Source: an optimization exercise on an open RTL-to-GDS flow (aim: small area, a short achievable clock period and few clock cycles). Production flows keep margins and buffers that such runs may drop. RTL that was checked went through simulation tests only; none was proved equivalent to the original. For runs 8 and 9, only the layout was checked, not whether the RTL still works. The clock cells of runs 9 and 10 come from the design's own scripts or RTL, not from TritonCTS. No driver is modelled on the clock port, so clock power and skew are understated where the tree is cut down; a real chip needs a root buffer or a tree. Power and IR drop assume default switching activity.

`design/flow/design.v`:
```
module cache_controller (
    input clk,
    input rst,
    input cs_cpu,
    output reg rdy
);
reg [1:0] cs_counter;    
always @(posedge clk or posedge rst) begin
    if (rst) begin
        cs_counter <= 2'd0;
        rdy <= 1'b0;
    end else begin
        cs_counter <= cs_cpu ? cs_counter + 2'd1 : 2'd0;
        rdy <= cs_cpu && cs_counter == 2'd3;
    end
end
endmodule
module cache_top #(
    parameter ADDR_WIDTH = 16,
    parameter ADDR_WIDTH_SRAM = 8,
    parameter DATA_WIDTH = 8,
    parameter DEPTH = 2**ADDR_WIDTH_SRAM
)(
    input clk,
    input rst,
    input [ADDR_WIDTH-1:0] Address_cpu,
    input wr_rd_cpu,
    input cs_cpu,
    input [DATA_WIDTH-1:0] DOut_cpu,
    output wire [DATA_WIDTH-1:0] din_cpu,
    output wire rdy_cpu,
    input [DATA_WIDTH-1:0] DOut_sdram,
    output wire [ADDR_WIDTH-1:0] Address_sdram,
    output wire wr_rd_sdram,
    output wire mstrb_sdram,
    output wire [DATA_WIDTH-1:0] din_sdram
);
    wire rdy;
    cache_controller controller (
        .clk(clk),
        .rst(rst),
        .cs_cpu(cs_cpu),
        .rdy(rdy)
    );
    assign rdy_cpu       = rdy;
    assign mstrb_sdram   = rdy;
    assign Address_sdram = Address_cpu;
    assign wr_rd_sdram   = wr_rd_cpu;
    assign din_sdram     = DOut_cpu;
    assign din_cpu       = DOut_sdram;
endmodule
```
`design/flow/run.sh`:
```
#!/bin/bash
# synth_recipe.tcl (not shown) runs the flow's synth.tcl, then flattens the netlist and writes it again
# the make line also repeats each setting of config.mk as NAME=value (left out here)
make -C /OpenROAD-flow-scripts/flow DESIGN_CONFIG=/design/flow/config.mk WORK_HOME=/design/flow/orfs CLKGATE_MAP_FILE= SYNTH_SCRIPT=/design/flow/synth_recipe.tcl finish
```
`design/flow/config.mk`:
```
export PLATFORM = sky130hd
export DESIGN_NAME = cache_top
export DESIGN_NICKNAME = cache_top
export VERILOG_FILES = /design/flow/design.v
export SDC_FILE = /design/flow/constraint.sdc
export NUM_CORES = 4
export LEC_CHECK = 0
export CAP_MARGIN = 20
export CORE_AREA = 3 3 61 61
export DIE_AREA = 0 0 64 64
export PLACE_DENSITY = 0.6
export SLEW_MARGIN = 20
```
`design/flow/constraint.sdc`:
```
create_clock -name core_clock -period 10.0 [get_ports {clk}]
set_input_delay 2.0000 -clock core_clock [delete_from_list [all_inputs] [get_ports {clk}]]
set_output_delay 2.0000 -clock core_clock [all_outputs]
set_load 0.01 [all_outputs]
```
==> results of run 1 <==
==> state kept, by name (all words and copies together), names as in the netlist <==
name	flops
controller.cs_counter	2
controller.rdy	1
==> through the flow <==
stage | setup WS (ps) | utilization (%) | power, W | cells
2_1_floorplan | 5881 | - | 0.00002869 | 42
3_5_place_dp | 6000 | 6.800 | 0.00001664 | 56
6_report | 6000 | 7.640 | 0.00003728 | 60
5_1_grt | 6000 | 7.640 | 0.00004092 | 60
3_3_place_gp | 6000 | 6.800 | 0.00001632 | 56
4_1_cts | 6000 | 7.640 | 0.00003874 | 60
==> cell families (layout without fill, tap and decap cells) <==
| kind of cell | count (synthesis) | after routing | share of synthesized area, % |
|---|---|---|---|
| flip-flops | 3 | 3 | 20.13 |
| adder cells (fa/ha/maj) | 1 | 1 | 3.355 |
| AND/OR/NAND/NOR | 3 | 3 | 7.046 |
| buffers and inverters | 35 | 9 | 69.46 |
==> metal layers <==
layer | track usage (%) | vias to the layer above
met5 | 0 | -
met4 | 6.199 | 0
met3 | 2.636 | 10
met2 | 2.323 | 16
met1 | 0.9534 | 61
li1 | - | 40
==> cell usage after synthesis <==
library cell / count
buf_4: 34
nor2b_4: 1
ha_1: 1
inv_1: 1
dfrtp_1: 3
and2_1: 2
==> area by class of cell <==
cell class              count  area (um2)
fillers                   376        2889
multi-input cells           4       38.79
inverters                   1       3.754
flip-flops and latches      3       75.07
repair buffers              4       40.04
well taps                  44       55.05
clock buffers               4       26.28
==> how the worst max path moves through the flow <==
stage	to	start	depth (start not counted)
6_report	Address_sdram[3]	Address_cpu[3]	0
5_1_grt	Address_sdram[14]	Address_cpu[14]	0
4_1_cts	Address_sdram[0]	Address_cpu[0]	0
3_5_place_dp	Address_sdram[0]	Address_cpu[0]	0
3_3_place_gp	Address_sdram[0]	Address_cpu[0]	0
2_1_floorplan	Address_sdram[0]	Address_cpu[0]	1
==> power breakdown <==
part | internal (W) | switching [W] | leakage (nW) | total (W)
sequential | 0.0000130 | 0.000000532 | 0.0395 | 0.0000136
clock | 0.0000149 | 0.00000598 | 0.0150 | 0.0000209
combinational | 0.00000189 | 0.000000913 | 0.0426 | 0.00000280
==> flow_summary.ini, run 1 <==
[clock_tree]
cts.repair.resized = 0
cts_root_buffer = clkbuf_4
htree_levels = 1
clock_latency_ps = 230
cts_buffers = 3
holdBufCountCts = 0
cts_setup_buffers = 0
cts.sinks = 3
path_clk_slew_ps = 30
clockBufferDepth = 2
cts_tree = built

[cells_and_area]
area_growth_pct = -35.91
final_cell_mix = clkdlybuf4s50_1, clkbuf_4, dfrtp_1, and2_1
diodes = 0
design_area_um2 = 239.0
drive_gt1_share_pct = 25.00
num-nets-final = 54
layout_commonest_cell = clkdlybuf4s50_1

[worst_setup_path]
worstPathArrival_ps = 2000
cp-end-kind = output pin
critPathKind = primary input to output pin
crit_path_max_fanout = 1
start_kind = primary input
required_ps = 8000
reg2reg_to = controller.cs_counter[1]
reg2regPathDepth = 2
reg2reg_slack_ps = 9040
crit-reg2reg-launch = controller.cs_counter[0]

[detailed_routing]
num_vias = 127
route.met3.wl_um = 83
first_iter_violations = 4
ant_nets = 0
routedWlPerCell_um = 6.317
first_pass_iters = 2
wl_met2_um = 158
top_layer = met4
met1_length_um = 84
drc = 0
wirelength_um = 379
routed_via_density = 2.117

[min_path]
hold_start = controller.cs_counter[0]
min-delay-path-class = flip-flop to flip-flop
whs_path_depth = 1
whs_endpoint = controller.cs_counter[0]

[synth]
synthCells = 42
synth-seq-cells = 3
syn_avg_cell_area_um2 = 8.878
synth.net_count = 79
synth_top_area_share_pct = 68.46
netlist_area_um2 = 372.9
yosysSeqAreaShare_pct = 20.13
synthTopCellsByArea = buf_4, dfrtp_1, nor2b_4
synth_top_cell_by_area = buf_4
yosys_warnings = 1
synthDistinctLibCells = 6

[global_routing]
antenna_found_initial = 0
grt_pass1_wl_um = 634
grt_max_degree = 4
grt.overflow.total = 0
grt.total_usage_pct = 2.380
grt_pass1_vias = 154

[timing]
grt_setup_unrepaired = false
tightestPinTransition_ps = 146.5
fin_crit_ps = 4000
finalCritPeriodShare_pct = 40.00
slew_headroom_pct = 90.23
hold_viol = 0
setup_viol = 0
drv_slew = 0
skew_ps = 3.401
tns_ps = 0
fmax_mhz = 250.0
fin_hold_ws_ps = 480.8

[floorplanning]
initial_utilization_pct = 11.92
placementRows = 20
io_pins = 71
dieArea_mm2 = 0.004096
coreArea_mm2 = 0.003128
die_w_um = 64
die-height_um = 64

[flow_run]
drv_cap = 0

[status]
status = complete, no violations

[placement]
placed_cell_area_um2 = 212.7
routabilityCongestion = 0.5329
port_buffers = 4

[power_and_ir_drop]
vdd.ir_drop.worst_uv = 32.32
leakagePower_nw = 0.09704
p_per_area_mw_per_mm2 = 156.0
Testbench counts, summed over its fixed seeds: cycles 16,000.
==> run 2: changes to the inputs <==
--- a/design/flow/design.v
+++ b/design/flow/design.v
@@ -4,14 +4,15 @@
     input cs_cpu,
     output reg rdy
 );
-reg [1:0] cs_counter;    
+reg [1:0] cnt;
 always @(posedge clk or posedge rst) begin
     if (rst) begin
-        cs_counter <= 2'd0;
+        cnt <= 2'b00;
         rdy <= 1'b0;
     end else begin
-        cs_counter <= cs_cpu ? cs_counter + 2'd1 : 2'd0;
-        rdy <= cs_cpu && cs_counter == 2'd3;
+        cnt[0] <= cs_cpu && !cnt[1];
+        cnt[1] <= cnt[0];
+        rdy <= cnt[1] && !cnt[0];
     end
 end
 endmodule
--- a/design/flow/config.mk
+++ b/design/flow/config.mk
@@ -7,6 +7,7 @@
 export LEC_CHECK = 0
 export CAP_MARGIN = 20
 export CORE_AREA = 3 3 61 61
+export CTS_BUF_LIST = sky130_fd_sc_hd__clkbuf_1
 export DIE_AREA = 0 0 64 64
 export PLACE_DENSITY = 0.6
 export SLEW_MARGIN = 20
==> run 2 against run 1 <==
Effect of this change:
- critical endpoint is now din_cpu[4]
- sequential cell count unchanged
- power decreased by 23%
- core utilization decreased by 1.1 points
- clock skew increased by 1.2 ps
==> flow_summary.ini, run 2 <==
[global_routing]
grt_max_degree = 4
grt.total_usage_pct = 2.453
grt_pass1_wl_um = 648
antenna_found_initial = 0
grt_pass1_vias = 153
grt.overflow.total = 0

[worst_setup_path]
crit-reg2reg-launch = controller.cnt[1]
start_kind = primary input
reg2reg_to = controller.rdy
critPathKind = primary input to output pin
worstPathArrival_ps = 2000
required_ps = 8000
reg2regPathDepth = 1
crit_path_max_fanout = 1
reg2reg_slack_ps = 9380
cp-end-kind = output pin

[cells_and_area]
num-nets-final = 51
num-fill-cells = 364
largestRegisters = controller.cnt: 2 flops, controller.rdy: 1 flops
top_register = controller.cnt
diodes = 0
area_growth_pct = -41.58
largest_reg_flops = 2
final_cell_mix = clkbuf_1, clkdlybuf4s50_1, dfrtp_1
drive_gt1_share_pct = 7.143

[detailed_routing]
first_pass_iters = 1
routed_via_density = 2.103
met1_length_um = 60
num_vias = 122
route.met3.wl_um = 112
wirelength_um = 436
wl_met2_um = 179
drc = 0
routedWlPerCell_um = 7.517
ant_nets = 0
top_layer = met4
first_iter_violations = 0

[clock_tree]
clock_latency_ps = 230
cts_root_buffer = clkbuf_1
cts_buffers = 3
cts_setup_buffers = 0
clockBufferDepth = 2
cts.sinks = 3
holdBufCountCts = 0
path_clk_slew_ps = 70
cts_tree = built
cts.repair.resized = 0
htree_levels = 1

[synth]
synthDistinctLibCells = 5
netlist_area_um2 = 349.1
synthTopCellsByCount = buf_4, dfrtp_1, inv_1, nor2b_1, nor2b_2
yosys_warnings = 1
synthCells = 40
synth.net_count = 76
syn_avg_cell_area_um2 = 8.727
synth-main-ff-cell = dfrtp_1
synth_edf_count = 0
synth-seq-cells = 3
synthArstFlopShare_pct = 100.0
yosysSeqAreaShare_pct = 21.51
yosysMostFrequentCell = buf_4
synth_top_area_share_pct = 73.12
synth_top_cell_by_area = buf_4
synthTopCellsByArea = buf_4, dfrtp_1, nor2b_2

[power_and_ir_drop]
p_comb_share_pct = 9.7
pwr-share-seq_pct = 46.6
vdd.ir_drop.worst_uv = 15.54
sw_frac_of_total_pct = 26.00
cell_internal_pwr_w = 0.00002134
clkPwrFrac_pct = 43.7
p_sw_w = 0.000007496
leakagePower_nw = 0.06872
p_per_area_mw_per_mm2 = 141.4

[timing]
fin_crit_ps = 4000
setup_ws_ps = 6000
skew_ps = 4.643
tightestPinTransition_ps = 120.2
tns_ps = 0
drv_slew = 0
hold_viol = 0
fmax_mhz = 250.0
finalCritPeriodShare_pct = 40.00
grt_setup_unrepaired = false
slew_headroom_pct = 91.96
setup_viol = 0

[min_path]
hold_start = controller.cnt[0]
whs_endpoint = controller.cnt[1]
whs_path_depth = 0
min-delay-path-class = flip-flop to flip-flop

[flow_run]
drv_cap = 0

[floorplanning]
dieArea_mm2 = 0.004096
die_w_um = 64
placementRows = 20
io_pins = 71
initial_utilization_pct = 11.16
die-height_um = 64
coreArea_mm2 = 0.003128

[status]
status = complete, no violations

[placement]
routabilityCongestion = 0.5505
pre_cts_slack_ps = 5999
port_buffers = 4
==> run 2: cell types whose count changed after synthesis, sizes merged <==
cell	before	now
and2	2	0
nor2b	1	2
ha	1	0
==> run 2: final cells by class <==
| class | instances | area (um2) | area share, % |
|---|---|---|---|
| inverters | 1 | 3.754 | 1.840 |
| repair buffers | 4 | 40.04 | 19.63 |
| multi-input cells | 2 | 15.01 | 7.362 |
| clock buffers | 4 | 15.01 | 7.362 |
| flip-flops and latches | 3 | 75.07 | 36.81 |
| well taps | 44 | 55.05 | 26.99 |
==> run 2: cell families after synthesis <==
| kind of cell | Yosys count | share of synthesized area, % |
|---|---|---|
| buffers and inverters | 35 | 74.19 |
| DFF | 3 | 21.50 |
| and+or+nand+nor | 2 | 4.303 |
==> run 2: worst max-delay path by stage <==
stage / startpoint / to / slack [ps] / depth (start not counted)
after floorplan: Address_cpu[0] / Address_sdram[0] / 5880 / 1
after global placement: DOut_sdram[4] / din_cpu[4] / 6000 / 0
after detailed placement: DOut_sdram[4] / din_cpu[4] / 6000 / 0
after CTS: DOut_sdram[4] / din_cpu[4] / 6000 / 0
after global routing: DOut_sdram[4] / din_cpu[4] / 6000 / 0
final: DOut_sdram[4] / din_cpu[4] / 6000 / 0
==> run 2: through the flow <==
step / area, um2 / power [W] / utilization [%] / instances / hold slack (ps)
2_1_floorplan: 349.1 / 0.00002843 / - / 40 / 371.8
3_3_place_gp: 188.9 / 0.00001640 / 6.040 / 54 / 382.4
3_5_place_dp: 188.9 / 0.00001657 / 6.040 / 54 / 393.8
4_1_cts: 203.9 / 0.00003005 / 6.520 / 58 / 411.2
5_1_grt: 203.9 / 0.00003194 / 6.520 / 58 / 419.1
6_report: 203.9 / 0.00002883 / 6.520 / 58 / 405.4
==> run 2: layer usage <==
layer / track usage [%] / up-vias
li1: - / 32
met1: 0.7415 / 51
met2: 2.323 / 23
met3: 2.109 / 16
met4: 8.086 / 0
met5: 0 / -
==> run 2: power groups by stage <==
stage / Clock (W) / Sequential (W) / Combinational [W]
after floorplan: 0 / 0.0000137 / 0.0000148
after global placement: 0 / 0.0000136 / 0.00000282
after detailed placement: 0 / 0.0000137 / 0.00000288
after CTS: 0.0000137 / 0.0000135 / 0.00000288
after global routing: 0.0000153 / 0.0000135 / 0.00000311
final: 0.0000126 / 0.0000134 / 0.00000281
Testbench counts of run 2, summed over its fixed seeds: cycles 16,000.
==> run 3: changes to the inputs <==
--- a/design/flow/config.mk
+++ b/design/flow/config.mk
@@ -7,7 +7,6 @@
 export LEC_CHECK = 0
 export CAP_MARGIN = 20
 export CORE_AREA = 3 3 61 61
-export CTS_BUF_LIST = sky130_fd_sc_hd__clkbuf_1
 export DIE_AREA = 0 0 64 64
 export PLACE_DENSITY = 0.6
 export SLEW_MARGIN = 20
==> run 3 against run 2 <==
Effect of this change:
- synthesized area unchanged
- sequential share of layout area down 1.9 points
- non-clock buffer count unchanged
- power up 28%
- worst setup slack unchanged
- hold slack worse by 3.3 ps
- routed wire length down 1.8%
- global-route usage down 0.18 points
- cell area up 5.5%
- clock skew down 2.3 ps
- count of clock-buffer cells in the layout unchanged
- sequential cell count unchanged
- largest cell class unchanged
- largest power group is now the clock network
==> flow_summary.ini, run 3 <==
[status]
status = complete, no violations

[clock_tree]
cts_root_buffer = clkbuf_4
cts.repair.resized = 0
cts_setup_buffers = 0
clock_latency_ps = 230
cts_tree = built
path_clk_slew_ps = 30
clockBufferDepth = 2
htree_levels = 1
cts_buffers = 3
cts.sinks = 3
holdBufCountCts = 0

[detailed_routing]
num_vias = 118
drc = 0
wirelength_um = 428
first_iter_violations = 0
routed_via_density = 2.034
route.met3.wl_um = 112
first_pass_iters = 1
met1_length_um = 65
wl_met2_um = 183
routedWlPerCell_um = 7.379
ant_nets = 0
top_layer = met4

[worst_setup_path]
cp-end-kind = output pin
worstPathArrival_ps = 2000
crit_path_max_fanout = 1
critPathKind = primary input to output pin
start_kind = primary input
required_ps = 8000

[cells_and_area]
drive_gt1_share_pct = 28.57
diodes = 0
largest_reg_flops = 2
top_register = controller.cnt
design_area_um2 = 215.2
largestRegisters = controller.cnt: 2 flops, controller.rdy: 1 flops
num-nets-final = 51
layout_commonest_cell = clkdlybuf4s50_1
final_cell_mix = clkdlybuf4s50_1, clkbuf_4, dfrtp_1
area_growth_pct = -38.35
instances_no_fill = 58

[synth]
netlist_area_um2 = 349.1
synthDistinctLibCells = 5
synth_edf_count = 0
synth.net_count = 76
synth_top_area_share_pct = 73.12
yosysMostFrequentCell = buf_4
synth_top_cell_by_area = buf_4
synthArstFlopShare_pct = 100.0
yosys_warnings = 1
syn_avg_cell_area_um2 = 8.727
yosysSeqAreaShare_pct = 21.51
synthTopCellsByArea = buf_4, dfrtp_1, nor2b_2
synthTopCellsByCount = buf_4, dfrtp_1, inv_1, nor2b_1, nor2b_2
synthCells = 40
synth-seq-cells = 3
synth-main-ff-cell = dfrtp_1

[global_routing]
grt.total_usage_pct = 2.270
antenna_found_initial = 0
grt.overflow.total = 0
grt_pass1_vias = 152
grt_pass1_wl_um = 621
grt_max_degree = 4

[timing]
grt_setup_unrepaired = false
tns_ps = 0
skew_ps = 2.324
finalCritPeriodShare_pct = 40.00
setup_ws_ps = 6000
fin_crit_ps = 4000
tightestPinTransition_ps = 120.2
fmax_mhz = 250.0
slew_headroom_pct = 91.96
fin_hold_ws_ps = 402.1
hold_viol = 0
drv_slew = 0
setup_viol = 0

[floorplanning]
coreArea_mm2 = 0.003128
die-height_um = 64
io_pins = 71
die_w_um = 64
dieArea_mm2 = 0.004096
placementRows = 20
initial_utilization_pct = 11.16

[flow_run]
drv_cap = 0

[power_and_ir_drop]
vdd.ir_drop.worst_uv = 20.12
p_comb_share_pct = 7.6
cell_internal_pwr_w = 0.00002987
pwr-share-seq_pct = 36.7
p_sw_w = 0.000006940
leakagePower_nw = 0.07898
clkPwrFrac_pct = 55.7
p_per_area_mw_per_mm2 = 171.1
sw_frac_of_total_pct = 18.85

[min_path]
min-delay-path-class = flip-flop to flip-flop

[placement]
place_inst = 54
routabilityCongestion = 0.5505
placed_cell_area_um2 = 188.9
port_buffers = 4
pre_cts_slack_ps = 5999
[run 3: changes by cell type in the layout (fill, tap and decap cells not counted)]
cell      delta
clkbuf_4     +3
clkbuf_1     -3
[run 3: kinds of logic after synthesis]
family	count (synthesis)	share of synthesized area [%]
buffers and inverters	35	74.19
DFF	3	21.50
and+or+nand+nor	2	4.303
[run 3: final cells by class]
type | instances | area [um2]
well taps | 44 | 55.05
multi-input cells | 2 | 15.01
clock buffers | 4 | 26.28
inverters | 1 | 3.754
repair buffers | 4 | 40.04
fillers | 365 | 2913
flip-flops and latches | 3 | 75.07
[run 3: final timing paths]
path,startpoint,end,slack [ps],cells after the start
max,DOut_sdram[4],din_cpu[4],6000,0
min,controller.cnt[0],controller.cnt[1],400,0
max reg2reg,controller.cnt[1],controller.rdy,9380,1
min reg2reg,controller.cnt[0],controller.cnt[1],400,0
max in group asynchronous,rst,controller.cnt[1],7930,2
min in group asynchronous,rst,controller.rdy,1940,2
[run 3: power groups by stage]
stage	Clock [W]	Sequential, W	Combinational [W]
after floorplan	0	0.0000137	0.0000148
after global placement	0	0.0000136	0.00000282
after detailed placement	0	0.0000137	0.00000288
after CTS	0.0000217	0.0000135	0.00000288
after global routing	0.0000225	0.0000136	0.00000311
final	0.0000205	0.0000135	0.00000281
[run 3: routing by layer]
metal	vias up	global-route usage, %
met5	-	0
met4	0	7.278
met3	14	2.109
met2	21	2.194
met1	51	0.6356
li1	32	-
[run 3: through the flow]
step	util (%)	power, W
final	6.880	0.00003681
after global routing	6.880	0.00003922
after CTS	6.880	0.00003815
after detailed placement	6.040	0.00001657
after global placement	6.040	0.00001640
after floorplan	-	0.00002843
==> run 4: changes to the inputs <==
==> design/flow/flow/run.sh (new file) <==
#!/bin/bash
# The standard layout (the standard.sh: ORFS synthesis to finish), with
# two changes: the port buffers are the platform's smallest buffer (buf_1)
# instead of the resizer's default pick, and the clock tree uses clkbuf_1
# with no dummy loads. Make's full output goes to standard_make.log; each
# ORFS step keeps its own log under orfs/logs/.
set -euo pipefail
bash standard.sh \
  "BUFFER_PORTS_ARGS=-buffer_cell sky130_fd_sc_hd__buf_1" \
  "CTS_ARGS=-sink_clustering_enable -repair_clock_nets -buf_list sky130_fd_sc_hd__clkbuf_1 -root_buf sky130_fd_sc_hd__clkbuf_1 -dont_use_dummy_load" \
  finish > standard_make.log 2>&1
==> design/flow/standard.sh (new file) <==
#!/bin/bash
# synth_recipe.tcl (not shown) runs the flow's synth.tcl, then flattens the netlist and writes it again
# the make line also repeats each setting of config.mk as NAME=value (left out here)
make -C /OpenROAD-flow-scripts/flow DESIGN_CONFIG=/design/flow/config.mk WORK_HOME=/design/flow/orfs CLKGATE_MAP_FILE= SYNTH_SCRIPT=/design/flow/synth_recipe.tcl "${@:-finish}"
--- a/design/flow/config.mk
+++ b/design/flow/config.mk
@@ -7,6 +7,7 @@
 export LEC_CHECK = 0
 export CAP_MARGIN = 20
 export CORE_AREA = 3 3 61 61
+export CTS_BUF_LIST = sky130_fd_sc_hd__clkbuf_1
 export DIE_AREA = 0 0 64 64
 export PLACE_DENSITY = 0.6
 export SLEW_MARGIN = 20
removed: design/flow/run.sh
==> run 4 against run 3 <==
Effect of this change:
- die area unchanged
- count of clock-buffer cells in the layout shrank 1
- first-iteration DRC count is the same
- cell area fell by 19%
- global-route usage grew 0.26 points
- via count shrank 1.7%
- largest cell class unchanged
- largest power group is now registers
==> flow_summary.ini, run 4 <==
[synth]
synthTopCellsByArea = buf_4, dfrtp_1, nor2b_2
synth-seq-cells = 3
synthDistinctLibCells = 5
yosys_warnings = 1
synth_top_cell_by_area = buf_4
yosysMostFrequentCell = buf_4
synthTopCellsByCount = buf_4, dfrtp_1, inv_1, nor2b_1, nor2b_2
synth_top_area_share_pct = 73.12
synth_edf_count = 0
synthCells = 40
synth-main-ff-cell = dfrtp_1
synth.net_count = 76
syn_avg_cell_area_um2 = 8.727
yosysSeqAreaShare_pct = 21.51
netlist_area_um2 = 349.1
synthArstFlopShare_pct = 100.0

[cells_and_area]
num-nets-final = 51
multi_input_area_um2 = 15.01
ff_latch_area_um2 = 75.07
final_cell_mix = buf_1, clkbuf_1, dfrtp_1
area_growth_pct = -49.82
drive_gt1_share_pct = 7.692
num-fill-cells = 367
layout_commonest_cell = buf_1
largest_reg_flops = 2
diodes = 0
top_register = controller.cnt
largestRegisters = controller.cnt: 2 flops, controller.rdy: 1 flops
design_area_um2 = 175.2

[placement]
routabilityCongestion = 0.5747
placed_cell_area_um2 = 163.9
port_buffers = 4

[floorplanning]
die_w_um = 64
placementRows = 20
dieArea_mm2 = 0.004096
coreArea_mm2 = 0.003128
io_pins = 71
die-height_um = 64
initial_utilization_pct = 11.16

[timing]
tightestPinTransition_ps = 136.7
hold_viol = 0
tns_ps = 0
setup_viol = 0
grt_setup_unrepaired = false
fin_hold_ws_ps = 401.9
skew_ps = 16.22
drv_slew = 0
slew_headroom_pct = 90.92
fmax_mhz = 250.0
fin_crit_ps = 4000
finalCritPeriodShare_pct = 40.00

[worst_setup_path]
cp-end-kind = output pin
required_ps = 8000
reg2reg_to = controller.rdy
crit_path_start = DOut_sdram[4]
reg2reg_slack_ps = 9350
worstPathArrival_ps = 2000
critPathKind = primary input to output pin
start_kind = primary input
worstSetupEndpoint = din_cpu[4]
worst-path-stages = 0
crit-reg2reg-launch = controller.cnt[1]
reg2regPathDepth = 1
crit_path_max_fanout = 1

[global_routing]
grt_max_degree = 4
grt_pass1_vias = 150
grt_pass1_wl_um = 634
grt.overflow.total = 0
antenna_found_initial = 0
grt.total_usage_pct = 2.527

[power_and_ir_drop]
p_per_area_mw_per_mm2 = 143.4
vdd.ir_drop.worst_uv = 10.71
power_w = 0.00002512
leakagePower_nw = 0.05720

[detailed_routing]
routedWlPerCell_um = 7.860
drc = 0
first_pass_iters = 1
ant_nets = 0
first_iter_violations = 0
wirelength_um = 448
num_vias = 116
routed_via_density = 2.035

[status]
status = complete, no violations

[min_path]
min-delay-path-class = flip-flop to flip-flop
hold_start = controller.cnt[0]

[clock_tree]
clock_latency_ps = 220
cts_tree = built
htree_levels = 1
cts_buffers = 3
path_clk_slew_ps = 70
clockBufferDepth = 2
cts.repair.resized = 0
cts_root_buffer = clkbuf_1
cts.sinks = 3
holdBufCountCts = 0
cts_setup_buffers = 0

[flow_run]
drv_cap = 0
## run 4: metrics by stage
stage                     setup WS, ps  util [%]  cells
final                             6000     5.600     57
after global routing              6000     5.600     57
after CTS                         5999     5.600     57
after detailed placement          5999     5.240     54
after global placement            5999     5.240     54
after floorplan                   5881         -     40
## run 4: area by class of cell
cell class / count / share of cell area (%)
clock buffer: 3 / 6.429
multi-input combinational: 2 / 8.571
sequential: 3 / 42.86
tap: 44 / 31.43
inverter: 1 / 2.143
timing repair buffer: 4 / 8.571
## run 4: routing by layer
| metal | track usage (%) | vias up | share of wire [%] |
|---|---|---|---|
| met5 | 0 | - | 0 |
| met4 | 8.086 | 0 | 15 |
| met3 | 2.636 | 14 | 25 |
| met2 | 2.710 | 21 | 48 |
| met1 | 0.3178 | 50 | 12 |
| li1 | - | 31 | - |
## run 4: worst min path at each step
| stage | to | cells after the start | slack (ps) |
|---|---|---|---|
| 6_report | controller.cnt[1] | 0 | 400 |
| 4_1_cts | controller.cnt[1] | 0 | 410 |
| 3_3_place_gp | controller.cnt[1] | 0 | 380 |
| 5_1_grt | controller.cnt[1] | 0 | 430 |
| 3_5_place_dp | controller.cnt[1] | 0 | 390 |
| 2_1_floorplan | controller.cnt[1] | 0 | 370 |
## run 4: logic make-up after synthesis
| kind of cell | after synthesis | synth area share [%] |
|---|---|---|
| buf+inv | 35 | 74.19 |
| simple gates | 2 | 4.303 |
| flops | 3 | 21.50 |
## run 4: report_power, final
group / internal [W] / switching, W
registers: 0.0000130 / 0.000000435
clock network: 0.00000491 / 0.00000513
logic: 0.000000740 / 0.000000910
total: 0.0000186 / 0.00000648
==> run 5: changes to the inputs <==
--- a/design/flow/flow/run.sh
+++ b/design/flow/flow/run.sh
@@ -7,5 +7,5 @@
 set -euo pipefail
 bash standard.sh \
   "BUFFER_PORTS_ARGS=-buffer_cell sky130_fd_sc_hd__buf_1" \
-  "CTS_ARGS=-sink_clustering_enable -repair_clock_nets -buf_list sky130_fd_sc_hd__clkbuf_1 -root_buf sky130_fd_sc_hd__clkbuf_1 -dont_use_dummy_load" \
+  "CTS_ARGS=-repair_clock_nets -buf_list sky130_fd_sc_hd__clkbuf_1 -root_buf sky130_fd_sc_hd__clkbuf_1 -dont_use_dummy_load" \
   finish > standard_make.log 2>&1
==> run 5 against run 4 <==
Effect of this change:
- still clean
- synthesized cell count unchanged
- count of clock-buffer cells in the layout unchanged
- first-iteration DRC count unchanged
- cell area unchanged
- die area unchanged
- global-route usage unchanged
- combinational power about the same
- sequential cell count unchanged
- non-clock buffer count unchanged
- critical path type unchanged
- largest cell class unchanged
- largest power group unchanged
- highest routed layer unchanged
==> flow_summary.ini, run 5 <==
[cells_and_area]
top_register = controller.cnt
final_cell_mix = buf_1, clkbuf_1, dfrtp_1
num-nets-final = 51
instances_no_fill = 57
multi_input_area_um2 = 15.01
layout_commonest_cell = buf_1
largest_reg_flops = 2
area_growth_pct = -49.82
num-fill-cells = 367
drive_gt1_share_pct = 7.692
largestRegisters = controller.cnt: 2 flops, controller.rdy: 1 flops
ff_latch_area_um2 = 75.07
diodes = 0
design_area_um2 = 175.2

[clock_tree]
path_clk_slew_ps = 70
cts.repair.resized = 0
cts_buffers = 3
htree_levels = 1
cts_root_buffer = clkbuf_1
cts_setup_buffers = 0
holdBufCountCts = 0
clockBufferDepth = 2
cts_tree = built
cts.sinks = 3
clock_latency_ps = 220

[synth]
synthArstFlopShare_pct = 100.0
synthDistinctLibCells = 5
synth-main-ff-cell = dfrtp_1
synth.net_count = 76
synthCells = 40
synth_top_area_share_pct = 73.12
syn_avg_cell_area_um2 = 8.727
synth-seq-cells = 3
yosys_warnings = 1
synthTopCellsByArea = buf_4, dfrtp_1, nor2b_2
synth_edf_count = 0
synth_top_cell_by_area = buf_4
yosysMostFrequentCell = buf_4
netlist_area_um2 = 349.1
synthTopCellsByCount = buf_4, dfrtp_1, inv_1, nor2b_1, nor2b_2
yosysSeqAreaShare_pct = 21.51

[worst_setup_path]
worst-path-stages = 0
start_kind = primary input
critPathKind = primary input to output pin
cp-end-kind = output pin
crit_path_max_fanout = 1
required_ps = 8000
worstPathArrival_ps = 2000
reg2regPathDepth = 1

[detailed_routing]
num_vias = 116
first_pass_iters = 1
routed_via_density = 2.035
wirelength_um = 448
drc = 0
first_iter_violations = 0
routedWlPerCell_um = 7.860
ant_nets = 0

[power_and_ir_drop]
p_per_area_mw_per_mm2 = 143.4
leakagePower_nw = 0.05720
vdd.ir_drop.worst_uv = 10.71

[timing]
tightestPinTransition_ps = 136.7
fin_hold_ws_ps = 401.9
fin_crit_ps = 4000
drv_slew = 0
finalCritPeriodShare_pct = 40.00
slew_headroom_pct = 90.92
skew_ps = 16.22
setup_viol = 0
tns_ps = 0
hold_viol = 0
grt_setup_unrepaired = false
fmax_mhz = 250.0

[global_routing]
grt_pass1_wl_um = 634
grt.total_usage_pct = 2.527
grt.overflow.total = 0
antenna_found_initial = 0
grt_max_degree = 4
grt_pass1_vias = 150

[min_path]
whs_path_depth = 0
min-delay-path-class = flip-flop to flip-flop

[status]
status = complete, no violations

[placement]
routabilityCongestion = 0.5747
place_inst = 54
placed_cell_area_um2 = 163.9
port_buffers = 4

[floorplanning]
die_w_um = 64
io_pins = 71
initial_utilization_pct = 11.16
coreArea_mm2 = 0.003128
placementRows = 20
dieArea_mm2 = 0.004096
die-height_um = 64

[flow_run]
drv_cap = 0
[run 5: cell counts after synthesis]
No cell type changed its count.
[run 5: report_power, final]
group	internal [W]	switching (W)
combinational	0.000000740	0.000000910
sequential	0.0000130	0.000000435
clock	0.00000491	0.00000513
total	0.0000186	0.00000648
[run 5: cell type report]
cell class | instances | area share (%)
Multi-Input combinational cell | 2 | 8.571
Tap cell | 44 | 31.43
Clock buffer | 3 | 6.429
Sequential cell | 3 | 42.86
Timing Repair Buffer | 4 | 8.571
Inverter | 1 | 2.143
[run 5: worst paths after layout]
check	slack (ps)	endpoint	start
min in group asynchronous	1600	controller.cnt[1]	rst
max in group asynchronous	8250	controller.rdy	rst
min reg2reg	400	controller.cnt[1]	controller.cnt[0]
min	400	controller.cnt[1]	controller.cnt[0]
max reg2reg	9350	controller.rdy	controller.cnt[1]
max	6000	din_cpu[4]	DOut_sdram[4]
[run 5: cells by family after synthesis]
logic type | synth area share, %
buf+inv | 74.19
flops | 21.50
simple gates | 4.303
[run 5: routing by layer]
metal,wire [um],part of all wire (%),vias to the layer above,GRT usage [%]
met5,0,0,-,0
met4,69,15,0,8.086
met3,111,25,14,2.636
met2,213,48,21,2.710
met1,55,12,50,0.3178
li1,-,-,31,-
[run 5: metrics by stage]
stage | utilization [%] | setup WS [ps] | power, W
after floorplan | - | 5881 | 0.00002843
after global placement | 5.240 | 5999 | 0.00001517
after detailed placement | 5.240 | 5999 | 0.00001542
after CTS | 5.600 | 5999 | 0.00002665
after global routing | 5.600 | 6000 | 0.00002809
final | 5.600 | 6000 | 0.00002512
==> run 6: changes to the inputs <==
--- a/design/flow/flow/run.sh
+++ b/design/flow/flow/run.sh
@@ -7,5 +7,5 @@
 set -euo pipefail
 bash standard.sh \
   "BUFFER_PORTS_ARGS=-buffer_cell sky130_fd_sc_hd__buf_1" \
-  "CTS_ARGS=-repair_clock_nets -buf_list sky130_fd_sc_hd__clkbuf_1 -root_buf sky130_fd_sc_hd__clkbuf_1 -dont_use_dummy_load" \
+  "CTS_ARGS=-sink_clustering_enable -sink_clustering_size 4 -sink_clustering_max_diameter 500 -sink_clustering_levels 0 -repair_clock_nets -buf_list sky130_fd_sc_hd__clkbuf_1 -root_buf sky130_fd_sc_hd__clkbuf_1 -dont_use_dummy_load" \
   finish > standard_make.log 2>&1
==> run 6 against run 5 <==
Effect of this change:
- critical endpoint unchanged
- sequential cell count unchanged
- power unchanged
- die area unchanged
- worst setup slack unchanged
- cell area unchanged
- critical path type unchanged
- critical path depth unchanged
- combinational power about the same
- fmax unchanged
==> flow_summary.ini, run 6 <==
[power_and_ir_drop]
cell_internal_pwr_w = 0.00001864
p_per_area_mw_per_mm2 = 143.4
clkPwrFrac_pct = 40.0
pwr-share-seq_pct = 53.5
p_sw_w = 0.000006480
p_comb_share_pct = 6.6
leakagePower_nw = 0.05720
vdd.ir_drop.worst_uv = 10.71
sw_frac_of_total_pct = 25.79

[cells_and_area]
num-nets-final = 51
final_cell_mix = buf_1, clkbuf_1, dfrtp_1
top_register = controller.cnt
drive_gt1_share_pct = 7.692
design_area_um2 = 175.2
diodes = 0
layout_commonest_cell = buf_1
largest_reg_flops = 2
area_growth_pct = -49.82
fin_util_pct = 5.600
largestRegisters = controller.cnt: 2 flops, controller.rdy: 1 flops
instances_no_fill = 57

[synth]
synthTopCellsByArea = buf_4, dfrtp_1, nor2b_2
synth-seq-cells = 3
yosysMostFrequentCell = buf_4
synth_top_cell_by_area = buf_4
synthTopCellsByCount = buf_4, dfrtp_1, inv_1, nor2b_1, nor2b_2
synth.net_count = 76
synth_edf_count = 0
synth_top_area_share_pct = 73.12
syn_avg_cell_area_um2 = 8.727
synthArstFlopShare_pct = 100.0
yosys_warnings = 1
synthCells = 40
synth-main-ff-cell = dfrtp_1
synthDistinctLibCells = 5
netlist_area_um2 = 349.1
yosysSeqAreaShare_pct = 21.51

[placement]
port_buffers = 4
routabilityCongestion = 0.5747
place_inst = 54
placed_cell_area_um2 = 163.9

[global_routing]
grt_pass1_vias = 150
grt.overflow.total = 0
grt_pass1_wl_um = 634
antenna_found_initial = 0
grt.total_usage_pct = 2.527
grt_max_degree = 4

[worst_setup_path]
cp-end-kind = output pin
start_kind = primary input
worstPathArrival_ps = 2000
critPathKind = primary input to output pin
required_ps = 8000
crit_path_max_fanout = 1

[detailed_routing]
wirelength_um = 448
ant_nets = 0
first_pass_iters = 1
first_iter_violations = 0
drc = 0
routedWlPerCell_um = 7.860
routed_via_density = 2.035
num_vias = 116

[clock_tree]
cts_tree = built
clockBufferDepth = 2
cts_root_buffer = clkbuf_1
clock_latency_ps = 220
holdBufCountCts = 0
cts.repair.resized = 0
cts.sinks = 3
cts_setup_buffers = 0
path_clk_slew_ps = 70
htree_levels = 1
cts_buffers = 3

[timing]
tns_ps = 0
hold_viol = 0
finalCritPeriodShare_pct = 40.00
drv_slew = 0
setup_viol = 0
fmax_mhz = 250.0
tightestPinTransition_ps = 136.7
fin_hold_ws_ps = 401.9
skew_ps = 16.22
fin_crit_ps = 4000
slew_headroom_pct = 90.92
grt_setup_unrepaired = false

[floorplanning]
placementRows = 20
die-height_um = 64
initial_utilization_pct = 11.16
die_w_um = 64
coreArea_mm2 = 0.003128
dieArea_mm2 = 0.004096
io_pins = 71

[flow_run]
drv_cap = 0

[status]
status = complete, no violations

[min_path]
min-delay-path-class = flip-flop to flip-flop
## run 6: cell type report
class                   count  area, um2
clock buffers               3      11.26
inverters                   1      3.754
fillers                   367       2953
multi-input cells           2      15.01
flip-flops and latches      3      75.07
repair buffers              4      15.01
well taps                  44      55.05
## run 6: routing by layer
metal  vias to the layer above  track usage [%]  part of all wire, %  wire, um
li1                         31                -                    -         -
met3                        14            2.636                   25       111
met5                         -                0                    0         0
met4                         0            8.086                   15        69
met2                        21            2.710                   48       213
met1                        50           0.3178                   12        55
## run 6: power by group through the flow
stage	Clock (W)	Sequential [W]	Combinational [W]
after global routing	0.0000127	0.0000135	0.00000189
after global placement	0	0.0000136	0.00000161
final	0.0000100	0.0000134	0.00000165
after floorplan	0	0.0000137	0.0000148
after CTS	0.0000114	0.0000135	0.00000175
after detailed placement	0	0.0000137	0.00000175
## run 6: final timing paths
kind,endpoint,depth (start not counted),slack (ps),start
max,din_cpu[4],0,6000,DOut_sdram[4]
min,controller.cnt[1],0,400,controller.cnt[0]
max reg2reg,controller.rdy,1,9350,controller.cnt[1]
min reg2reg,controller.cnt[1],0,400,controller.cnt[0]
max in group asynchronous,controller.rdy,2,8250,rst
min in group asynchronous,controller.cnt[1],2,1600,rst
## run 6: cells by family (layout without fill, tap and decap cells)
logic type,Yosys count,after routing,share of synthesized area (%)
AND/OR/NAND/NOR,2,2,4.303
flip-flops,3,3,21.50
buffers and inverters,35,8,74.19
## run 6: metrics by stage
| step | setup WS, ps | power (W) |
|---|---|---|
| 5_1_grt | 6000 | 0.00002809 |
| 4_1_cts | 5999 | 0.00002665 |
| 3_5_place_dp | 5999 | 0.00001542 |
| 3_3_place_gp | 5999 | 0.00001517 |
| 2_1_floorplan | 5881 | 0.00002843 |
| 6_report | 6000 | 0.00002512 |
==> run 7: changes to the inputs <==
--- a/design/flow/flow/run.sh
+++ b/design/flow/flow/run.sh
@@ -7,5 +7,5 @@
 set -euo pipefail
 bash standard.sh \
   "BUFFER_PORTS_ARGS=-buffer_cell sky130_fd_sc_hd__buf_1" \
-  "CTS_ARGS=-sink_clustering_enable -sink_clustering_size 4 -sink_clustering_max_diameter 500 -sink_clustering_levels 0 -repair_clock_nets -buf_list sky130_fd_sc_hd__clkbuf_1 -root_buf sky130_fd_sc_hd__clkbuf_1 -dont_use_dummy_load" \
+  "CTS_ARGS=-sink_clustering_enable -repair_clock_nets -buf_list sky130_fd_sc_hd__clkbuf_1 -root_buf sky130_fd_sc_hd__clkbuf_1 -dont_use_dummy_load -no_insertion_delay" \
   finish > standard_make.log 2>&1
==> run 7 against run 6 <==
Effect of this change:
- worst setup slack did not move
- cell count stayed put
- count of clock-buffer cells in the layout did not move
- hold slack did not move
- power stayed put
- combinational power is essentially flat
- synthesized area stayed put
- global-route usage stayed put
- clock skew stayed put
- sequential cell count unchanged
==> flow_summary.ini, run 7 <==
[status]
status = complete, no violations

[power_and_ir_drop]
pwr-share-seq_pct = 53.5
p_per_area_mw_per_mm2 = 143.4
vdd.ir_drop.worst_uv = 10.71
p_sw_w = 0.000006480
p_comb_share_pct = 6.6
cell_internal_pwr_w = 0.00001864
sw_frac_of_total_pct = 25.79
leakagePower_nw = 0.05720
clkPwrFrac_pct = 40.0

[timing]
tightestPinTransition_ps = 136.7
finalCritPeriodShare_pct = 40.00
slew_headroom_pct = 90.92
fin_hold_ws_ps = 401.9
setup_viol = 0
fmax_mhz = 250.0
skew_ps = 16.22
tns_ps = 0
drv_slew = 0
grt_setup_unrepaired = false
hold_viol = 0
fin_crit_ps = 4000

[clock_tree]
cts_tree = built
cts.sinks = 3
cts_setup_buffers = 0
clock_latency_ps = 220
cts_buffers = 3
holdBufCountCts = 0
path_clk_slew_ps = 70
clockBufferDepth = 2
htree_levels = 1
cts.repair.resized = 0
cts_root_buffer = clkbuf_1

[floorplanning]
die_w_um = 64
coreArea_mm2 = 0.003128
io_pins = 71
initial_utilization_pct = 11.16
dieArea_mm2 = 0.004096
placementRows = 20
die-height_um = 64

[flow_run]
drv_cap = 0

[synth]
synthTopCellsByCount = buf_4, dfrtp_1, inv_1, nor2b_1, nor2b_2
synthDistinctLibCells = 5
yosysMostFrequentCell = buf_4
synthTopCellsByArea = buf_4, dfrtp_1, nor2b_2
synth-seq-cells = 3
synth_edf_count = 0
synthCells = 40
netlist_area_um2 = 349.1
synth_top_cell_by_area = buf_4
synth.net_count = 76
synth_top_area_share_pct = 73.12
yosysSeqAreaShare_pct = 21.51
syn_avg_cell_area_um2 = 8.727
synth-main-ff-cell = dfrtp_1
yosys_warnings = 1
synthArstFlopShare_pct = 100.0

[cells_and_area]
largest_reg_flops = 2
instances_no_fill = 57
diodes = 0
drive_gt1_share_pct = 7.692
final_cell_mix = buf_1, clkbuf_1, dfrtp_1
layout_commonest_cell = buf_1
area_growth_pct = -49.82
largestRegisters = controller.cnt: 2 flops, controller.rdy: 1 flops
top_register = controller.cnt
num-nets-final = 51

[worst_setup_path]
cp-end-kind = output pin
required_ps = 8000
critPathKind = primary input to output pin
worstPathArrival_ps = 2000
crit_path_max_fanout = 1
start_kind = primary input

[detailed_routing]
num_vias = 116
routedWlPerCell_um = 7.860
wirelength_um = 448
drc = 0
ant_nets = 0
routed_via_density = 2.035
first_iter_violations = 0
first_pass_iters = 1

[global_routing]
grt.busiest_layer = met4
grt_pass1_vias = 150
grt.overflow.total = 0
grt_max_degree = 4
grt.total_usage_pct = 2.527
antenna_found_initial = 0
use_met1_pct = 0.3178
met3_usage_pct = 2.636
use_met2_pct = 2.710
grt_pass1_wl_um = 634

[placement]
routabilityCongestion = 0.5747
place_inst = 54
port_buffers = 4

[min_path]
min-delay-path-class = flip-flop to flip-flop
[run 7: through the flow]
stage | power [W] | instance area, um2 | util, % | setup WS (ps)
global placement | 0.00001517 | 163.9 | 5.240 | 5999
floorplan | 0.00002843 | 349.1 | - | 5881
global route | 0.00002809 | 175.2 | 5.600 | 6000
CTS | 0.00002665 | 175.2 | 5.600 | 5999
detailed placement | 0.00001542 | 163.9 | 5.240 | 5999
finish | 0.00002512 | 175.2 | 5.600 | 6000
[run 7: final timing paths]
path | cells past startpoint | startpoint | slack (ps) | end
max | 0 | DOut_sdram[4] | 6000 | din_cpu[4]
min | 0 | controller.cnt[0] | 400 | controller.cnt[1]
max reg2reg | 1 | controller.cnt[1] | 9350 | controller.rdy
min reg2reg | 0 | controller.cnt[0] | 400 | controller.cnt[1]
max in group asynchronous | 2 | rst | 8250 | controller.rdy
min in group asynchronous | 2 | rst | 1600 | controller.cnt[1]
[run 7: cells by family after synthesis]
family	share of synthesized area (%)
buf+inv	74.19
flops	21.50
simple gates	4.303
[run 7: metal layers]
layer | vias up | wire, um
met3 | 14 | 111
met5 | - | 0
met1 | 50 | 55
met4 | 0 | 69
li1 | 31 | -
met2 | 21 | 213
[run 7: power groups by stage]
stage | Clock (W) | Combinational [W] | Sequential (W)
final | 0.0000100 | 0.00000165 | 0.0000134
after global routing | 0.0000127 | 0.00000189 | 0.0000135
after CTS | 0.0000114 | 0.00000175 | 0.0000135
after detailed placement | 0 | 0.00000175 | 0.0000137
after global placement | 0 | 0.00000161 | 0.0000136
after floorplan | 0 | 0.0000148 | 0.0000137
[run 7: layout make-up]
cell class | count | area (um2)
multi-input cells | 2 | 15.01
fillers | 367 | 2953
inverters | 1 | 3.754
clock buffers | 3 | 11.26
repair buffers | 4 | 15.01
flip-flops and latches | 3 | 75.07
well taps | 44 | 55.05
==> run 8: changes to the inputs <==
--- a/design/flow/design.v
+++ b/design/flow/design.v
@@ -5,15 +5,15 @@
     output reg rdy
 );
 reg [1:0] cnt;
+always @(posedge clk) begin
+    cnt[0] <= cs_cpu && !cnt[1];
+    cnt[1] <= cnt[0];
+end
 always @(posedge clk or posedge rst) begin
-    if (rst) begin
-        cnt <= 2'b00;
+    if (rst)
         rdy <= 1'b0;
-    end else begin
-        cnt[0] <= cs_cpu && !cnt[1];
-        cnt[1] <= cnt[0];
-        rdy <= cnt[1] && !cnt[0];
-    end
+    else
+        rdy <= cs_cpu && cnt[1] && !cnt[0];
 end
 endmodule
 module cache_top #(
--- a/design/flow/flow/run.sh
+++ b/design/flow/flow/run.sh
@@ -7,5 +7,5 @@
 set -euo pipefail
 bash standard.sh \
   "BUFFER_PORTS_ARGS=-buffer_cell sky130_fd_sc_hd__buf_1" \
-  "CTS_ARGS=-sink_clustering_enable -repair_clock_nets -buf_list sky130_fd_sc_hd__clkbuf_1 -root_buf sky130_fd_sc_hd__clkbuf_1 -dont_use_dummy_load -no_insertion_delay" \
+  "CTS_ARGS=-sink_clustering_enable -repair_clock_nets -buf_list sky130_fd_sc_hd__clkbuf_1 -root_buf sky130_fd_sc_hd__clkbuf_1 -dont_use_dummy_load" \
   finish > standard_make.log 2>&1
--- a/design/flow/config.mk
+++ b/design/flow/config.mk
@@ -5,6 +5,7 @@
 export SDC_FILE = /design/flow/constraint.sdc
 export NUM_CORES = 4
 export LEC_CHECK = 0
+export ABC_AREA = 1
 export CAP_MARGIN = 20
 export CORE_AREA = 3 3 61 61
 export CTS_BUF_LIST = sky130_fd_sc_hd__clkbuf_1
==> run 8 against run 7 <==
Effect of this change:
- sequential share of layout area shrank 4.1 points
- sequential power barely moved
- power decreased by 1.0%
- clock power about the same
- critical endpoint is now din_cpu[2]
- largest cell class unchanged
- largest power group unchanged
==> flow_summary.ini, run 8 <==
[cells_and_area]
top_register = controller.cnt
drive_gt1_share_pct = 6.667
diodes = 0
largest_reg_flops = 2
largestRegisters = controller.cnt: 2 flops, controller.rdy: 1 flops
design_area_um2 = 167.7
num-fill-cells = 371
layout_commonest_cell = buf_1
final_cell_mix = buf_1, clkbuf_1, inv_1, dfxtp_1
num-nets-final = 53
area_growth_pct = -50.92

[power_and_ir_drop]
leakagePower_nw = 0.05518
p_per_area_mw_per_mm2 = 148.3
vdd.ir_drop.worst_uv = 31.24
power_w = 0.00002487

[timing]
drv_slew = 0
tns_ps = 0
slew_headroom_pct = 88.04
finalCritPeriodShare_pct = 40.01
setup_viol = 0
fmax_mhz = 250.0
tightestPinTransition_ps = 180.1
fin_crit_ps = 4001
fin_hold_ws_ps = 320.5
skew_ps = 33.89
grt_setup_unrepaired = false
hold_viol = 0

[synth]
synth.net_count = 78
yosysMostFrequentCell = buf_4
synth-seq-cells = 3
synth_top_cell_by_area = buf_4
yosysSeqAreaShare_pct = 19.05
syn_avg_cell_area_um2 = 8.133
yosys_warnings = 1
synthTopCellsByArea = buf_4, dfxtp_1, dfrtp_1
synthDistinctLibCells = 7
synth_top_area_share_pct = 74.73
synth_edf_count = 0
synthArstFlopShare_pct = 33.33
synthCells = 42
netlist_area_um2 = 341.6
synth-main-ff-cell = dfxtp_1
synthTopCellsByCount = buf_4, dfxtp_1, inv_1

[flow_run]
drv_cap = 0

[clock_tree]
cts.repair.resized = 0
cts_setup_buffers = 0
holdBufCountCts = 0
clockBufferDepth = 2
cts.sinks = 3
cts_root_buffer = clkbuf_1
cts_tree = built
cts_buffers = 3
path_clk_slew_ps = 90
htree_levels = 1
clock_latency_ps = 230

[floorplanning]
die_w_um = 64
initial_utilization_pct = 10.92
coreArea_mm2 = 0.003128
die-height_um = 64
placementRows = 20
dieArea_mm2 = 0.004096
io_pins = 71

[detailed_routing]
first_iter_violations = 3
routed_via_density = 2.000
num_vias = 118
routedWlPerCell_um = 10.29
first_pass_iters = 2
ant_nets = 0
wirelength_um = 607
drc = 0

[global_routing]
grt_pass1_wl_um = 828
grt.total_usage_pct = 3.216
grt_max_degree = 3
grt_pass1_vias = 140
grt.overflow.total = 0
antenna_found_initial = 0

[worst_setup_path]
required_ps = 8000
cp-end-kind = output pin
critPathKind = primary input to output pin
crit_path_max_fanout = 1
start_kind = primary input
worstPathArrival_ps = 2000

[placement]
placed_cell_area_um2 = 156.4
port_buffers = 4
routabilityCongestion = 0.4876

[status]
status = complete, no violations

[min_path]
min-delay-path-class = flip-flop to flip-flop
run 8: cell types whose count changed after synthesis, sizes merged:
cell,delta
nor2b,-2
nand2,+1
nor2,+2
inv,+1
dfxtp,+2
dfrtp,-2
run 8: routing by layer:
metal  GRT usage (%)  wire (um)  vias up
met5               0          0        -
met4           4.313         33        0
met3           6.327        216       10
met2           3.484        250       33
met1          0.9484        107       39
li1                -          -       36
run 8: power by group:
group          leakage [nW]  internal [W]    total, W  switching (W)
registers            0.0303     0.0000128   0.0000132    0.000000396
logic                0.0214   0.000000543  0.00000139    0.000000843
clock network       0.00354    0.00000491   0.0000103     0.00000537
run 8: through the flow:
stage                     worst slack (ps)  instances  utilization, %
after floorplan                       5881         42               -
after global placement                5999         56           5.000
after detailed placement              5999         56           5.000
after CTS                             5999         59           5.360
after global routing                  6000         59           5.360
final                                 5999         59           5.360
run 8: final timing paths:
check | startpoint | end | slack (ps) | depth (start not counted)
setup / recovery | DOut_sdram[2] | din_cpu[2] | 6000 | 0
hold / removal | controller.cnt[0] | controller.cnt[1] | 320 | 0
setup reg to reg | controller.cnt[1] | controller.rdy | 9460 | 2
hold reg to reg | controller.cnt[0] | controller.cnt[1] | 320 | 0
max in group asynchronous | rst | controller.rdy | 8350 | 2
min in group asynchronous | rst | controller.rdy | 1560 | 2
run 8: layout make-up:
class                      count  area [um2]  share of cell area (%)
tap                           44       55.05                   32.84
sequential                     3       65.06                   38.81
inverter                       2       7.507                   4.478
multi-input combinational      3       13.76                   8.209
clock buffer                   3       11.26                   6.716
timing repair buffer           4       15.01                   8.955
run 8: cell families (layout without fill, tap and decap cells):
family / count (synthesis) / in the layout / share of synthesized area, %
and+or+nand+nor: 3 / 3 / 4.028
DFF: 3 / 3 / 19.05
buffers and inverters: 36 / 9 / 76.92
==> run 9: changes to the inputs <==
==> design/flow/flow/run.sh (replaced) <==
#!/bin/bash
# The standard layout (the standard.sh: ORFS synthesis to finish), with
# two changes: the port buffers are the platform's smallest buffer (buf_1)
# instead of the resizer's default pick, and the clock tree is one clkbuf_1
# (flow/cts_one_buffer.tcl). Make's full output goes to standard_make.log;
# each ORFS step keeps its own log under orfs/logs/.
set -euo pipefail
bash standard.sh \
  "BUFFER_PORTS_ARGS=-buffer_cell sky130_fd_sc_hd__buf_1" \
  "PRE_CTS_TCL=$PWD/flow/cts_one_buffer.tcl" \
  finish > standard_make.log 2>&1
==> design/flow/flow/cts_one_buffer.tcl (new file) <==
# PRE_CTS_TCL hook: for a design this small (three registers, placed close
# together) the clock tree is a single clkbuf_1 between the clock port and
# every register clock pin, placed at the registers' centre. It stands in
# for TritonCTS, whose H-tree here is a root buffer and two leaf buffers.
# The rest of cts.tcl (legalization, timing repair) runs as usual.
rename clock_tree_synthesis tritoncts_clock_tree_synthesis
proc clock_tree_synthesis {args} {
  set block [ord::get_db_block]
  set clk_net [[$block findBTerm clk] getNet]
  set sinks [$clk_net getITerms]
  if {[llength $sinks] == 0 || [llength $sinks] > 8} {
    # not the design this hook is for: leave it to TritonCTS
    return [tritoncts_clock_tree_synthesis {*}$args]
  }
  set sx 0; set sy 0
  foreach it $sinks {
    set bb [[$it getInst] getBBox]
    set sx [expr {$sx + ([$bb xMin] + [$bb xMax]) / 2}]
    set sy [expr {$sy + ([$bb yMin] + [$bb yMax]) / 2}]
  }
  set n [llength $sinks]
  set master [[ord::get_db] findMaster sky130_fd_sc_hd__clkbuf_1]
  set buf [odb::dbInst_create $block $master clkbuf_0_clk]
  set leaf [odb::dbNet_create $block clknet_0_clk]
  $leaf setSigType CLOCK
  $clk_net setSigType CLOCK
  foreach it $sinks {
    $it disconnect
    $it connect $leaf
  }
  [$buf findITerm A] connect $clk_net
  [$buf findITerm X] connect $leaf
  $buf setLocation [expr {$sx / $n}] [expr {$sy / $n}]
  $buf setPlacementStatus PLACED
  set_propagated_clock [all_clocks]
  puts "cts_one_buffer: clkbuf_1 drives $n register clock pins"
}
==> run 9 against run 8 <==
Effect of this change:
- still clean on timing, DRC and antenna
- sequential cell count did not move
- core utilization fell by 0.24 points
- highest routed layer unchanged
- power fell by 24%
- die area did not move
- cell area fell by 4.5%
- combinational power barely moved
- clock skew fell by 34 ps
- first-iteration DRC count did not move
- via count fell by 9.3%
- critical path type unchanged
- global-route usage fell by 0.77 points
==> flow_summary.ini, run 9 <==
[status]
status = complete, no violations

[detailed_routing]
num_vias = 107
routed_via_density = 1.877
wirelength_um = 567
first_iter_violations = 3
drc = 0
ant_nets = 0
first_pass_iters = 2
routedWlPerCell_um = 9.947

[global_routing]
grt.busiest_layer = met3
antenna_found_initial = 0
grt.total_usage_pct = 2.449
grt_max_degree = 4
grt_pass1_wl_um = 745
grt_pass1_vias = 121
use_met2_pct = 3.355
grt.overflow.total = 0
use_met1_pct = 0.8430
met3_usage_pct = 4.921

[floorplanning]
die-height_um = 64
initial_utilization_pct = 10.92
die_w_um = 64
coreArea_mm2 = 0.003128
placementRows = 20
dieArea_mm2 = 0.004096
io_pins = 71

[synth]
yosys_warnings = 1
syn_avg_cell_area_um2 = 8.133
synth_edf_count = 0
synth.net_count = 78
yosysMostFrequentCell = buf_4
netlist_area_um2 = 341.6
synthTopCellsByArea = buf_4, dfxtp_1, dfrtp_1
synthCells = 42
synth_top_area_share_pct = 74.73
synthTopCellsByCount = buf_4, dfxtp_1, inv_1
synth_top_cell_by_area = buf_4
synth-main-ff-cell = dfxtp_1
synth-seq-cells = 3
yosysSeqAreaShare_pct = 19.05
synthArstFlopShare_pct = 33.33
synthDistinctLibCells = 7

[worst_setup_path]
reg2reg_to = controller.rdy
critPathKind = primary input to output pin
reg2regPathDepth = 2
worstPathArrival_ps = 2000
cp-end-kind = output pin
start_kind = primary input
worstSetupEndpoint = din_cpu[2]
crit_path_start = DOut_sdram[2]
required_ps = 8000
crit-reg2reg-launch = controller.cnt[1]
crit_path_max_fanout = 1
worst-path-stages = 0
reg2reg_slack_ps = 9460

[power_and_ir_drop]
p_comb_share_pct = 7.3
cell_internal_pwr_w = 0.00001504
clkPwrFrac_pct = 22.9
p_per_area_mw_per_mm2 = 117.8
pwr-share-seq_pct = 69.8
leakagePower_nw = 0.05282
power_w = 0.00001887
p_sw_w = 0.000003828
vdd.ir_drop.worst_uv = 36.76
sw_frac_of_total_pct = 20.29

[cells_and_area]
largest_reg_flops = 2
top_register = controller.cnt
layout_commonest_cell = buf_1
largestRegisters = controller.cnt: 2 flops, controller.rdy: 1 flops
diodes = 0
area_growth_pct = -53.11
drive_gt1_share_pct = 7.692
num-nets-final = 51
final_cell_mix = buf_1, inv_1, dfxtp_1

[min_path]
min-delay-path-class = flip-flop to flip-flop

[timing]
slew_headroom_pct = 88.04
fmax_mhz = 250.0
tightestPinTransition_ps = 180.1
drv_slew = 0
setup_viol = 0
grt_setup_unrepaired = false
skew_ps = 0.04090
finalCritPeriodShare_pct = 40.01
hold_viol = 0
tns_ps = 0
fin_crit_ps = 4001
fin_hold_ws_ps = 374.5

[clock_tree]
path_clk_slew_ps = 100
cts.repair.resized = 0
holdBufCountCts = 0
clock_latency_ps = 110
cts_setup_buffers = 0

[placement]
routabilityCongestion = 0.4876
port_buffers = 4

[flow_run]
drv_cap = 0
==> run 9: layout make-up <==
type,instances,area (um2)
Fill cell,375,2968
Sequential cell,3,65.06
Tap cell,44,55.05
Timing Repair Buffer,4,15.01
Multi-Input combinational cell,3,13.76
Inverter,2,7.507
Buffer,1,3.754
==> run 9: per-layer routing <==
metal	vias up	share of wire, %	routed length [um]
met5	-	0	0
met3	8	39	220
met4	0	4.4	25
met1	33	16	88
li1	33	-	-
met2	33	41	232
==> run 9: per-stage QoR <==
step                instances  cell area [um2]  setup slack (ps)  util, %
global route               57            160.2              6000    5.120
floorplan                  42            341.6              5881        -
CTS                        57            160.2              5999    5.120
finish                     57            160.2              5999    5.120
detailed placement         56            156.4              5999    5.000
global placement           56            156.4              5999    5.000
==> run 9: how the worst min path moves through the flow <==
stage | cells after the start | start | endpoint
after floorplan | 0 | controller.cnt[0] | controller.cnt[1]
after global placement | 0 | controller.cnt[0] | controller.cnt[1]
after detailed placement | 0 | controller.cnt[0] | controller.cnt[1]
after CTS | 0 | controller.cnt[0] | controller.cnt[1]
after global routing | 0 | controller.cnt[0] | controller.cnt[1]
final | 0 | controller.cnt[0] | controller.cnt[1]
==> run 9: logic make-up after synthesis <==
logic type | Yosys count | share of synthesized area, %
buf+inv | 36 | 76.92
flops | 3 | 19.05
simple gates | 3 | 4.028
==> run 9: power groups by stage <==
stage          sequential [W]   clock (W)  combinational, W
5_1_grt             0.0000133  0.00000471        0.00000163
6_report            0.0000132  0.00000432        0.00000138
2_1_floorplan       0.0000135           0         0.0000144
3_5_place_dp        0.0000134           0        0.00000148
4_1_cts             0.0000132  0.00000449        0.00000148
3_3_place_gp        0.0000134           0        0.00000136
==> run 10: changes to the inputs <==
--- a/design/flow/design.v
+++ b/design/flow/design.v
@@ -4,16 +4,16 @@
     input cs_cpu,
     output reg rdy
 );
-reg [1:0] cnt;
+reg [1:0] cnt_n;
 always @(posedge clk) begin
-    cnt[0] <= cs_cpu && !cnt[1];
-    cnt[1] <= cnt[0];
+    cnt_n[0] <= !(cs_cpu && cnt_n[1]);
+    cnt_n[1] <= cnt_n[0];
 end
 always @(posedge clk or posedge rst) begin
     if (rst)
         rdy <= 1'b0;
     else
-        rdy <= cs_cpu && cnt[1] && !cnt[0];
+        rdy <= cs_cpu && cnt_n[0] && !cnt_n[1];
 end
 endmodule
 module cache_top #(
==> run 10 against run 9 <==
Effect of this change:
- fmax unchanged
- combinational power down 8%
- sequential cell count unchanged
- largest cell class unchanged
- cell area down 2.3%
- worst setup slack unchanged
- clock skew about the same
- via count down 1.9%
- register-to-register slack about the same
- critical path type unchanged
- global-route usage down 0.40 points
- clock power about the same
==> flow_summary.ini, run 10 <==
[cells_and_area]
layout_commonest_cell = buf_1
final_cell_mix = buf_1, nand2_1, dfxtp_1
diodes = 0
largestRegisters = controller.cnt_n: 2 flops, controller.rdy: 1 flops
num-nets-final = 50
area_growth_pct = -53.70
top_register = controller.cnt_n
design_area_um2 = 156.4
largest_reg_flops = 2
drive_gt1_share_pct = 8.333

[synth]
synth_top_area_share_pct = 75.56
synth_top_cell_by_area = buf_4
synth.net_count = 77
synth_edf_count = 0
synthArstFlopShare_pct = 33.33
synthTopCellsByArea = buf_4, dfxtp_1, dfrtp_1
synthTopCellsByCount = buf_4, dfxtp_1, nand2_1
synth-main-ff-cell = dfxtp_1
synthCells = 41
yosysMostFrequentCell = buf_4
netlist_area_um2 = 337.8
synthXorXnorAreaFrac_pct = 0
synth-seq-cells = 3
synth_top_family_by_area = buffers and inverters
synth_compound_area_share_pct = 0
yosys_warnings = 1
syn_avg_cell_area_um2 = 8.240
yosys.area_share.simple_pct = 4.074
synthMuxAreaShare_pct = 0
synthDistinctLibCells = 6
synthAdderAreaFrac_pct = 0
yosysSeqAreaShare_pct = 19.26

[floorplanning]
die-height_um = 64
placementRows = 20
die_w_um = 64
io_pins = 71
coreArea_mm2 = 0.003128
initial_utilization_pct = 10.80
dieArea_mm2 = 0.004096

[timing]
slew_headroom_pct = 91.20
skew_ps = 0.08727
setup_viol = 0
drv_slew = 0
fin_crit_ps = 4001
grt_setup_unrepaired = false
hold_viol = 0
fin_hold_ws_ps = 362.7
fmax_mhz = 250.0
tightestPinTransition_ps = 132.5
finalCritPeriodShare_pct = 40.01
tns_ps = 0

[worst_setup_path]
critPathKind = primary input to output pin
start_kind = primary input
cp-end-kind = output pin
worstPathArrival_ps = 2000
required_ps = 8000
crit_path_max_fanout = 1

[global_routing]
grt.total_usage_pct = 2.049
grt.overflow.total = 0
grt_pass1_wl_um = 607
grt_max_degree = 4
antenna_found_initial = 0
grt_pass1_vias = 97

[detailed_routing]
first_pass_iters = 1
ant_nets = 0
routed_via_density = 1.875
drc = 0
wirelength_um = 493
first_iter_violations = 0
num_vias = 105
routedWlPerCell_um = 8.804

[clock_tree]
cts.repair.resized = 0
path_clk_slew_ps = 100
clock_latency_ps = 110
cts_setup_buffers = 0
holdBufCountCts = 0

[placement]
port_buffers = 4
placed_cell_area_um2 = 152.6
dp_hpwl_um = 429.6
routabilityCongestion = 0.5413

[status]
status = complete, no violations

[power_and_ir_drop]
leakagePower_nw = 0.04868
p_per_area_mw_per_mm2 = 120.2
vdd.ir_drop.worst_uv = 20.29

[min_path]
min-delay-path-class = flip-flop to flip-flop

[flow_run]
drv_cap = 0
## run 10: metal layers
| metal | global-route usage [%] | vias to the layer above | wire, um |
|---|---|---|---|
| met1 | 1.057 | 43 | 87 |
| met2 | 2.323 | 25 | 198 |
| met5 | 0 | - | 0 |
| li1 | - | 31 | - |
| met4 | 1.078 | 0 | 21 |
| met3 | 4.218 | 6 | 185 |
## run 10: worst reg2reg max path: stages (launching register included)
cell	delay, ps
dfxtp_1	340
nand2_1	60
nor2_2	70
## run 10: worst paths after layout
| kind | endpoint | slack, ps | startpoint | cells after the start |
|---|---|---|---|---|
| worst min register to register | controller.cnt_n[1] | 360 | controller.cnt_n[0] | 0 |
| worst max-delay path | Address_sdram[2] | 6000 | Address_cpu[2] | 0 |
| min in group asynchronous | controller.rdy | 1670 | rst | 2 |
| worst min-delay path | controller.cnt_n[1] | 360 | controller.cnt_n[0] | 0 |
| max in group asynchronous | controller.rdy | 8240 | rst | 2 |
| worst max register to register | controller.rdy | 9460 | controller.cnt_n[0] | 2 |
## run 10: layout make-up
class	count	area [um2]
Multi-Input combinational cell	3	13.76
Tap cell	44	55.05
Timing Repair Buffer	4	15.01
Fill cell	373	2972
Buffer	1	3.754
Sequential cell	3	65.06
Inverter	1	3.754
## run 10: power by group
part           internal [W]   total (W)  switching [W]
Clock            0.00000173  0.00000432     0.00000259
Sequential        0.0000128   0.0000132    0.000000450
Combinational   0.000000529  0.00000127    0.000000738
Total             0.0000150   0.0000188     0.00000378
## run 10: through the flow
stage | setup WS [ps] | util (%) | cells | total power (W)
global placement | 5999 | 4.880 | 55 | 0.00001468
floorplan | 5881 | - | 41 | 0.00002786
global route | 6000 | 5.000 | 56 | 0.00001992
detailed placement | 5999 | 4.880 | 55 | 0.00001478
CTS | 5999 | 5.000 | 56 | 0.00001903
finish | 5999 | 5.000 | 56 | 0.00001881
## run 10: cell families (layout without fill, tap and decap cells)
group / after synthesis / after routing
buf+inv: 35 / 6
flops: 3 / 3
simple gates: 3 / 3
Testbench counts of run 10, summed over its fixed seeds: cycles 16,000.

-- static timing again, ports no longer ideal --
No port has a modelled driver above. Below, the same layouts with a new extraction and two added sets of constraints. Step 1, drivers: a clkbuf_16 drives clk and a buf_2 each remaining input, both assumed. Step 2 adds t to the input delays and takes it off the output delays; t is the mean of the earliest and latest rising clock arrival at the registers after step 1. Input paths then give back, and output paths get back, about the clock's delay inside the block. Three values: ideal ports, drivers, drivers and shift; two values: the first two.
| run | shift t [ns] | setup WS [ns] | pins driven straight from the clock port |
|---|---|---|---|
| run 1 | 0.246 | 6.000 / 5.951 / 5.951 | 1 |
| run 2 | 0.242 | 6.000 / 5.943 / 5.943 | 1 |
| run 3 | 0.244 | 6.000 / 5.943 / 5.943 | 1 |
| run 4 | 0.228 | 6.000 / 5.943 / 5.943 | 1 |
| run 5 | 0.228 | 6.000 / 5.943 / 5.943 | 1 |
| run 6 | 0.228 | 6.000 / 5.943 / 5.943 | 1 |
| run 7 | 0.228 | 6.000 / 5.943 / 5.943 | 1 |
| run 8 | 0.226 | 5.999 / 5.930 / 5.930 | 1 |
| run 9 | 0.121 | 5.999 / 5.930 / 5.930 | 1 |
| run 10 | 0.124 | 5.999 / 5.928 / 5.928 | 1 |
After both steps setup and hold are still met in every run listed. The setup slack of run 10, which loses most, moves by -0.071 ns with the drivers and by -0.071 ns with both steps.
